Background: an optimization exercise with open tools, aiming at small area, a short achievable clock period and few clock cycles. Do not read the settings as production practice. RTL that was checked went through simulation tests only; none was proved equivalent to the original. Power figures rest on the tool's default switching activity, not on a simulated workload.

==> module zig_zag_traversal, before the edit <==
module zig_zag_traversal (
    input clk,
    input reset,
    output reg done,
    input [5:0] ram_read_addr,
    output [7:0] ram_read_data,
    output [5:0] rom_addr,            
    input  [7:0] rom_data             
);
  reg [5:0] t;         
  reg       load;      
  reg [2:0] row, col;
  wire odd = row[0] ^ col[0];
  assign rom_addr = {row, col};
  always @(posedge clk or posedge reset) begin
    if (reset) begin
      row <= 3'd0;
      col <= 3'd0;
    end else if (!odd) begin
      if (row == 3'd7) col <= col + 3'd1;
      else begin
        row <= row + 3'd1;
        if (col != 3'd0) col <= col - 3'd1;
      end
    end else begin
      if (col == 3'd7) row <= row + 3'd1;
      else begin
        col <= col + 3'd1;
        if (row != 3'd0) row <= row - 3'd1;
      end
    end
  end
  reg  [7:0] c [0:63];
  wire [7:0] c_in = load ? rom_data : c[63];
  integer i;
  always @(posedge clk) begin
    c[0] <= c_in;
    for (i = 1; i < 64; i = i + 1)
      c[i] <= c[i-1];
  end
  wire [2:0] a_lo = ram_read_addr[2:0];
  wire [2:0] a_hi = ram_read_addr[5:3];
  wire [2:0] t_lo = t[2:0];
  wire [2:0] t_hi = t[5:3];
  wire [7:0] eq_hi;      
  wire [7:0] lo_sel, hi_sel;
  genvar g, b;
  generate
    for (g = 0; g < 8; g = g + 1) begin : dec
      wire [2:0] k_lo = t_lo - 3'd1 - g;
      wire [2:0] k_hi = t_hi - g;
      zz_eq3 ul (.a(a_lo), .k(k_lo), .y(lo_sel[g]));
      zz_eq3 uh (.a(a_hi), .k(k_hi), .y(eq_hi[g]));
    end
  endgenerate
  wire borrow;
  zz_ge3 ub (.a(a_lo), .t(t_lo), .y(borrow));
  generate
    for (g = 0; g < 8; g = g + 1) begin : dech
      zz_mux2 um (.s(borrow), .d1(eq_hi[(g + 1) % 8]), .d0(eq_hi[g]), .y(hi_sel[g]));
    end
  endgenerate
  wire [7:0] v [0:63];
  generate
    for (g = 0; g < 63; g = g + 1) begin : rd
      assign v[g] = c[g];
    end
  endgenerate
  assign v[63] = c_in;
  wire [7:0] grp [0:7];
  generate
    for (g = 0; g < 8; g = g + 1) begin : lvl1
      for (b = 0; b < 8; b = b + 1) begin : bt
        zz_sel8 u (.s(lo_sel),
                   .d({v[8*g+7][b], v[8*g+6][b], v[8*g+5][b], v[8*g+4][b],
                       v[8*g+3][b], v[8*g+2][b], v[8*g+1][b], v[8*g][b]}),
                   .y(grp[g][b]));
      end
    end
    for (b = 0; b < 8; b = b + 1) begin : lvl2
      zz_sel8f u (.s(hi_sel),
                 .d({grp[7][b], grp[6][b], grp[5][b], grp[4][b],
                     grp[3][b], grp[2][b], grp[1][b], grp[0][b]}),
                 .y(ram_read_data[b]));
    end
  endgenerate
  always @(posedge clk or posedge reset) begin
    if (reset) begin
      t    <= 6'd0;
      done <= 1'b0;
      load <= 1'b1;
    end else begin
      t    <= t + 6'd1;
      done <= done | (t == 6'd62);
      load <= ~done;
    end
  end
endmodule
==> module zz_sel8f, before the edit <==
module zz_sel8f (
    input  [7:0] s,
    input  [7:0] d,
    output       y
);
  wire n0, n1, n2, n3;
  zz_aoi22 u0 (.a1(s[0]), .a2(d[0]), .b1(s[1]), .b2(d[1]), .y(n0));
  zz_aoi22 u1 (.a1(s[2]), .a2(d[2]), .b1(s[3]), .b2(d[3]), .y(n1));
  zz_aoi22 u2 (.a1(s[4]), .a2(d[4]), .b1(s[5]), .b2(d[5]), .y(n2));
  zz_aoi22 u3 (.a1(s[6]), .a2(d[6]), .b1(s[7]), .b2(d[7]), .y(n3));
  zz_nand4 u4 (.a(n0), .b(n1), .c(n2), .d(n3), .y(y));
endmodule
==> module zz_eq3, before the edit <==
module zz_eq3 (input [2:0] a, input [2:0] k, output y);
  assign y = (a == k);
endmodule
==> module zz_ge3, before the edit <==
module zz_ge3 (input [2:0] a, input [2:0] t, output y);
  assign y = (a[2] & ~t[2]) |
             ((a[2] | ~t[2]) & ((a[1] & ~t[1]) |
                                ((a[1] | ~t[1]) & (a[0] | ~t[0]))));
endmodule
==> module zz_mux2, before the edit <==
module zz_mux2 (input s, d1, d0, output y);
  assign y = s ? d1 : d0;
endmodule
==> module zz_nand4, before the edit <==
module zz_nand4 (input a, b, c, d, output y);
  assign y = ~(a & b & c & d);
endmodule
export LEC_CHECK = 0
export CAP_MARGIN = 20
export CORE_MARGIN = 2
export CORE_UTILIZATION = 40
export CTS_CLUSTER_DIAMETER = 100
export CTS_CLUSTER_SIZE = 30
export SETUP_SLACK_MARGIN = 2.5
export SLEW_MARGIN = 20
export SYNTH_HIERARCHICAL = 1
export SYNTH_MINIMUM_KEEP_SIZE = 0
create_clock -name core_clock -period 7.5 [get_ports {clk}]
run.sh (not shown) runs the stock make flow with config.mk's settings and CLKGATE_MAP_FILE= SYNTH_SCRIPT=/design/flow/synth_recipe.tcl, a recipe that flattens the netlist after the stock synthesis.
Rerun with:
--- a/flow/design.v
+++ b/flow/design.v
@@ -40,28 +40,29 @@
       c[i] <= c[i-1];
   end
   wire [2:0] a_lo = ram_read_addr[2:0];
   wire [2:0] a_hi = ram_read_addr[5:3];
   wire [2:0] t_lo = t[2:0];
   wire [2:0] t_hi = t[5:3];
+  wire [7:0] ge;         
   wire [7:0] eq_hi;      
   wire [7:0] lo_sel, hi_sel;
   genvar g, b;
   generate
     for (g = 0; g < 8; g = g + 1) begin : dec
       wire [2:0] k_lo = t_lo - 3'd1 - g;
       wire [2:0] k_hi = t_hi - g;
-      zz_eq3 ul (.a(a_lo), .k(k_lo), .y(lo_sel[g]));
-      zz_eq3 uh (.a(a_hi), .k(k_hi), .y(eq_hi[g]));
+      assign lo_sel[g] = (a_lo == k_lo);
+      assign eq_hi[g]  = (a_hi == k_hi);
+      assign ge[g]     = (t_lo <= g);
     end
   endgenerate
-  wire borrow;
-  zz_ge3 ub (.a(a_lo), .t(t_lo), .y(borrow));
+  wire borrow = ge[a_lo];
   generate
     for (g = 0; g < 8; g = g + 1) begin : dech
-      zz_mux2 um (.s(borrow), .d1(eq_hi[(g + 1) % 8]), .d0(eq_hi[g]), .y(hi_sel[g]));
+      assign hi_sel[g] = borrow ? eq_hi[(g + 1) % 8] : eq_hi[g];
     end
   endgenerate
   wire [7:0] v [0:63];
   generate
     for (g = 0; g < 63; g = g + 1) begin : rd
       assign v[g] = c[g];
@@ -76,13 +77,13 @@
                    .d({v[8*g+7][b], v[8*g+6][b], v[8*g+5][b], v[8*g+4][b],
                        v[8*g+3][b], v[8*g+2][b], v[8*g+1][b], v[8*g][b]}),
                    .y(grp[g][b]));
       end
     end
     for (b = 0; b < 8; b = b + 1) begin : lvl2
-      zz_sel8f u (.s(hi_sel),
+      zz_sel8 u (.s(hi_sel),
                  .d({grp[7][b], grp[6][b], grp[5][b], grp[4][b],
                      grp[3][b], grp[2][b], grp[1][b], grp[0][b]}),
                  .y(ram_read_data[b]));
     end
   endgenerate
   always @(posedge clk or posedge reset) begin
@@ -105,38 +106,12 @@
   wire n0, n1, n2;
   zz_aoi222 u0 (.a1(s[0]), .a2(d[0]), .b1(s[1]), .b2(d[1]), .c1(s[2]), .c2(d[2]), .y(n0));
   zz_aoi222 u1 (.a1(s[3]), .a2(d[3]), .b1(s[4]), .b2(d[4]), .c1(s[5]), .c2(d[5]), .y(n1));
   zz_aoi22  u2 (.a1(s[6]), .a2(d[6]), .b1(s[7]), .b2(d[7]), .y(n2));
   zz_nand3  u3 (.a(n0), .b(n1), .c(n2), .y(y));
 endmodule
-module zz_sel8f (
-    input  [7:0] s,
-    input  [7:0] d,
-    output       y
-);
-  wire n0, n1, n2, n3;
-  zz_aoi22 u0 (.a1(s[0]), .a2(d[0]), .b1(s[1]), .b2(d[1]), .y(n0));
-  zz_aoi22 u1 (.a1(s[2]), .a2(d[2]), .b1(s[3]), .b2(d[3]), .y(n1));
-  zz_aoi22 u2 (.a1(s[4]), .a2(d[4]), .b1(s[5]), .b2(d[5]), .y(n2));
-  zz_aoi22 u3 (.a1(s[6]), .a2(d[6]), .b1(s[7]), .b2(d[7]), .y(n3));
-  zz_nand4 u4 (.a(n0), .b(n1), .c(n2), .d(n3), .y(y));
-endmodule
-module zz_eq3 (input [2:0] a, input [2:0] k, output y);
-  assign y = (a == k);
-endmodule
-module zz_ge3 (input [2:0] a, input [2:0] t, output y);
-  assign y = (a[2] & ~t[2]) |
-             ((a[2] | ~t[2]) & ((a[1] & ~t[1]) |
-                                ((a[1] | ~t[1]) & (a[0] | ~t[0]))));
-endmodule
-module zz_mux2 (input s, d1, d0, output y);
-  assign y = s ? d1 : d0;
-endmodule
-module zz_nand4 (input a, b, c, d, output y);
-  assign y = ~(a & b & c & d);
-endmodule
 module zz_aoi222 (input a1, a2, b1, b2, c1, c2, output y);
   assign y = ~((a1 & a2) | (b1 & b2) | (c1 & c2));
 endmodule
 module zz_aoi22 (input a1, a2, b1, b2, output y);
   assign y = ~((a1 & a2) | (b1 & b2));
 endmodule
=>
- The changed run passed the timing, DRC and antenna checks
- area after synthesis decreases by about 3.5%
- worst setup slack gets worse by 0.34 ns
- non-clock buffer count rose by 15
- maximum frequency goes down by 6.4%
- clock power stays flat
- cell area drops by 2.7%
- wire length came out higher by 6.8%
- sequential share of layout area is higher by 1.7 points
- synthesized cell count came out lower by about 3%
- cell count is lower by about 1.5%
- hold slack hardly moves
- global-route usage rises by 1.4 points
- die area came out lower by about 3.4%
- via count goes up by 0.58%
Testbench counts after the change, summed over its fixed seeds: cycles 12,096.
The RTL of the first run of this note was laid out without a check of its function.

---

zig_zag_traversal, a different RTL version from the one above (not shown whole).
Size in the first run: roughly 1000 cells after synthesis, ~31 I/O pins, ~15000 um^2 of cells after synthesis.
==> module zig_zag_traversal, before the edit <==
module zig_zag_traversal (
    input clk,
    input reset,
    output reg done,
    input [5:0] ram_read_addr,
    output [7:0] ram_read_data,
    output [5:0] rom_addr,            
    input  [7:0] rom_data             
);
  reg [5:0] t;         
  reg       load;      
  reg [2:0] row, col;
  wire odd = row[0] ^ col[0];
  assign rom_addr = {row, col};
  always @(posedge clk or posedge reset) begin
    if (reset) begin
      row <= 3'd0;
      col <= 3'd0;
    end else if (!odd) begin
      if (row == 3'd7) col <= col + 3'd1;
      else begin
        row <= row + 3'd1;
        if (col != 3'd0) col <= col - 3'd1;
      end
    end else begin
      if (col == 3'd7) row <= row + 3'd1;
      else begin
        col <= col + 3'd1;
        if (row != 3'd0) row <= row - 3'd1;
      end
    end
  end
  reg  [7:0] c [0:63];
  wire [7:0] c_in [0:7];
  genvar g, h, b;
  generate
    for (h = 0; h < 8; h = h + 1) begin : ring
      wire fill = load && t[5:3] == h;
      for (b = 0; b < 8; b = b + 1) begin : bt
        zz_ao22 u (.a1(fill), .a2(rom_data[b]), .b1(~fill), .b2(c[8*h+7][b]),
                   .y(c_in[h][b]));
      end
    end
  endgenerate
  integer i, j;
  always @(posedge clk) begin
    for (i = 0; i < 8; i = i + 1) begin
      c[8*i] <= c_in[i];
      for (j = 1; j < 8; j = j + 1)
        c[8*i+j] <= c[8*i+j-1];
    end
  end
  wire [7:0] v [0:63];
  generate
    for (h = 0; h < 8; h = h + 1) begin : rd
      for (g = 0; g < 7; g = g + 1) begin : pos
        assign v[8*h+g] = c[8*h+g];
      end
      assign v[8*h+7] = c_in[h];
    end
  endgenerate
  wire [2:0] a_lo = ram_read_addr[2:0];
  wire [2:0] a_hi = ram_read_addr[5:3];
  wire [2:0] t_lo = t[2:0];
  wire [7:0] ring_sel, pos_sel;
  generate
    for (g = 0; g < 8; g = g + 1) begin : dec
      wire [2:0] k_lo = t_lo - 3'd1 - g;
      zz_eq3 ul (.a(a_lo), .k(k_lo), .y(pos_sel[g]));
      assign ring_sel[g] = (a_hi == g);
    end
  endgenerate
  wire [7:0] pos [0:7];
  generate
    for (g = 0; g < 8; g = g + 1) begin : lvl1
      for (b = 0; b < 8; b = b + 1) begin : bt
        zz_sel8 u (.s(ring_sel),
                   .d({v[56+g][b], v[48+g][b], v[40+g][b], v[32+g][b],
                       v[24+g][b], v[16+g][b], v[8+g][b],  v[g][b]}),
                   .y(pos[g][b]));
      end
    end
    for (b = 0; b < 8; b = b + 1) begin : lvl2
      zz_sel8f u (.s(pos_sel),
                  .d({pos[7][b], pos[6][b], pos[5][b], pos[4][b],
                      pos[3][b], pos[2][b], pos[1][b], pos[0][b]}),
                  .y(ram_read_data[b]));
    end
  endgenerate
  always @(posedge clk or posedge reset) begin
    if (reset) begin
      t    <= 6'd0;
      done <= 1'b0;
      load <= 1'b1;
    end else begin
      t    <= t + 6'd1;
      done <= done | (t == 6'd62);
      load <= ~done;
    end
  end
endmodule
==> flow/config.mk <==
export PLATFORM = sky130hd
export DESIGN_NAME = zig_zag_traversal
export DESIGN_NICKNAME = zig_zag_traversal
export VERILOG_FILES = /design/flow/design.v
export SDC_FILE = /design/flow/constraint.sdc
export NUM_CORES = 4
export LEC_CHECK = 0
export CAP_MARGIN = 20
export CORE_MARGIN = 2
export CORE_UTILIZATION = 65
export CTS_CLUSTER_DIAMETER = 100
export CTS_CLUSTER_SIZE = 30
export SETUP_SLACK_MARGIN = 3.0
export SLEW_MARGIN = 20
export SYNTH_HIERARCHICAL = 1
export SYNTH_MINIMUM_KEEP_SIZE = 0
==> flow/constraint.sdc <==
create_clock -name core_clock -period 7.5 [get_ports {clk}]
set_input_delay 1.5000 -clock core_clock [delete_from_list [all_inputs] [get_ports {clk}]]
set_output_delay 1.5000 -clock core_clock [all_outputs]
set_load 0.01 [all_outputs]
standard.sh (not shown) runs the stock make flow with config.mk's settings and CLKGATE_MAP_FILE= SYNTH_SCRIPT=/design/flow/synth_recipe.tcl, a recipe that flattens the netlist after the stock synthesis.
==> flow/flow/run.sh <==
#!/bin/bash
# Own flow: the standard layout, with these changes:
# - after synthesis, the read multiplexer's first-level a22oi gates, which
#   Yosys's mapper gives drive strength 2, are set to drive strength 1
#   (each drives one gate next to it); timing repair sizes up what needs it;
# - the port buffers are buf_4 cells, not the slow delay-buffer cells that
#   buffer_ports picks by default;
# - timing repair may size a cell to any strength, not just to cells of the
#   same footprint.
set -euo pipefail
cd "$(dirname "$0")/.."
bash standard.sh synth > synth.log 2>&1
openroad -no_init -exit flow/resize.tcl > resize.log 2>&1
bash standard.sh "BUFFER_PORTS_ARGS=-buffer_cell sky130_fd_sc_hd__buf_4" \
  MATCH_CELL_FOOTPRINT=0 finish > layout.log 2>&1
==> flow/flow/resize.tcl <==
# Set the read multiplexer's first-level a22oi gates to drive strength 1.
set odb orfs/results/sky130hd/zig_zag_traversal/base/1_synth.odb
read_db $odb
set block [ord::get_db_block]
set db [ord::get_db]
set m1 [$db findMaster sky130_fd_sc_hd__a22oi_1]
set n 0
foreach inst [$block getInsts] {
  if {[[$inst getMaster] getName] ne "sky130_fd_sc_hd__a22oi_2"} { continue }
  set y [$inst findITerm Y]
  set net [$y getNet]
  if {$net eq "NULL"} { continue }
  if {[string match {lvl1*} [$net getName]]} {
    $inst swapMaster $m1
    incr n
  }
}
puts "resized $n a22oi gates to drive strength 1"
write_db $odb
The baseline finished clean.
Next try:
--- a/flow/design.v
+++ b/flow/design.v
@@ -65,8 +65,9 @@
   wire [2:0] t_lo = t[2:0];
   wire [7:0] ring_sel, pos_sel;
+  wire [2:0] p_lo;
+  zz_pos3 up (.a(a_lo), .t(t_lo), .p(p_lo));
   generate
     for (g = 0; g < 8; g = g + 1) begin : dec
-      wire [2:0] k_lo = t_lo - 3'd1 - g;
-      zz_eq3 ul (.a(a_lo), .k(k_lo), .y(pos_sel[g]));
+      assign pos_sel[g]  = (p_lo == g);
       assign ring_sel[g] = (a_hi == g);
     end
@@ -124,6 +125,11 @@
   zz_nand4 u4 (.a(n0), .b(n1), .c(n2), .d(n3), .y(y));
 endmodule
-module zz_eq3 (input [2:0] a, input [2:0] k, output y);
-  assign y = (a == k);
+module zz_pos3 (input [2:0] a, input [2:0] t, output [2:0] p);
+  wire [2:0] n = ~a;
+  wire c1 = t[0] & n[0];
+  wire c2 = (t[1] & n[1]) | (c1 & (t[1] | n[1]));
+  assign p[0] = t[0] ^ n[0];
+  assign p[1] = t[1] ^ n[1] ^ c1;
+  assign p[2] = t[2] ^ n[2] ^ c2;
 endmodule
 module zz_aoi222 (input a1, a2, b1, b2, c1, c2, output y);
What happened: Sequential share of layout area went up by 3.7 points. Worst setup slack got worse by 0.14 ns. Sequential power hardly moves. Cell count went down by a few percent. Final area went down by a few percent. Area after synthesis went down slightly. Clock power barely changes. Die area went down slightly. Power went down slightly. Synthesized cell count went down by a few percent. Routed wire length went down by roughly a tenth. Via count went down by a few percent. Worst hold slack stays flat.
Testbench counts after the change, summed over its fixed seeds: cycles 12,096.
Only the layout flow was run in the first run of this note; the RTL was not checked for function there.

-- afterwards: timing with drivers on the ports --
The results above use ideal ports. As a check the final layouts listed here were re-extracted and re-timed, cells and wires unchanged.
Step 1 (the two cells are an assumption about what drives the block):
set clk [get_ports {clk}]
set_driving_cell -lib_cell sky130_fd_sc_hd__clkbuf_16 $clk
set_driving_cell -lib_cell sky130_fd_sc_hd__buf_2 [delete_from_list [all_inputs] $clk]
Step 2 adds t to the input delays and takes it off the output delays; t is the mean of the earliest and latest rising clock arrival at the registers after step 1. Input paths then give back, and output paths get back, about the clock's delay inside the block.
Three values: ideal ports, drivers, drivers and shift; two values: the first two.
| run | shift t [ns] | setup WS [ns] | hold slack, ns | worst setup path at the end | clock arrival spread, ns |
|---|---|---|---|---|---|
| the first run of note 1 | 0.583 | 2.471 / 2.425 / 2.425 | 0.346 / 0.346 / 0.346 | input to output | 0.015 / 0.014 |
| the second run of note 1 | 0.594 | 2.127 / 2.089 / 2.089 | 0.348 / 0.348 / 0.348 | input to output | 0.016 / 0.016 |
| the first run of note 2 | 0.585 | 2.775 / 2.652 / 2.652 | 0.337 / 0.337 / 0.337 | input to output | 0.022 / 0.022 |
| the second run of note 2 | 0.586 | 2.632 / 2.592 / 2.592 | 0.339 / 0.339 / 0.339 | input to output | 0.027 / 0.028 |
After both steps setup and hold are still met in every run listed. The setup slack of the first run of note 2, which loses most, moves by -0.123 ns with the drivers and by -0.123 ns with both steps.
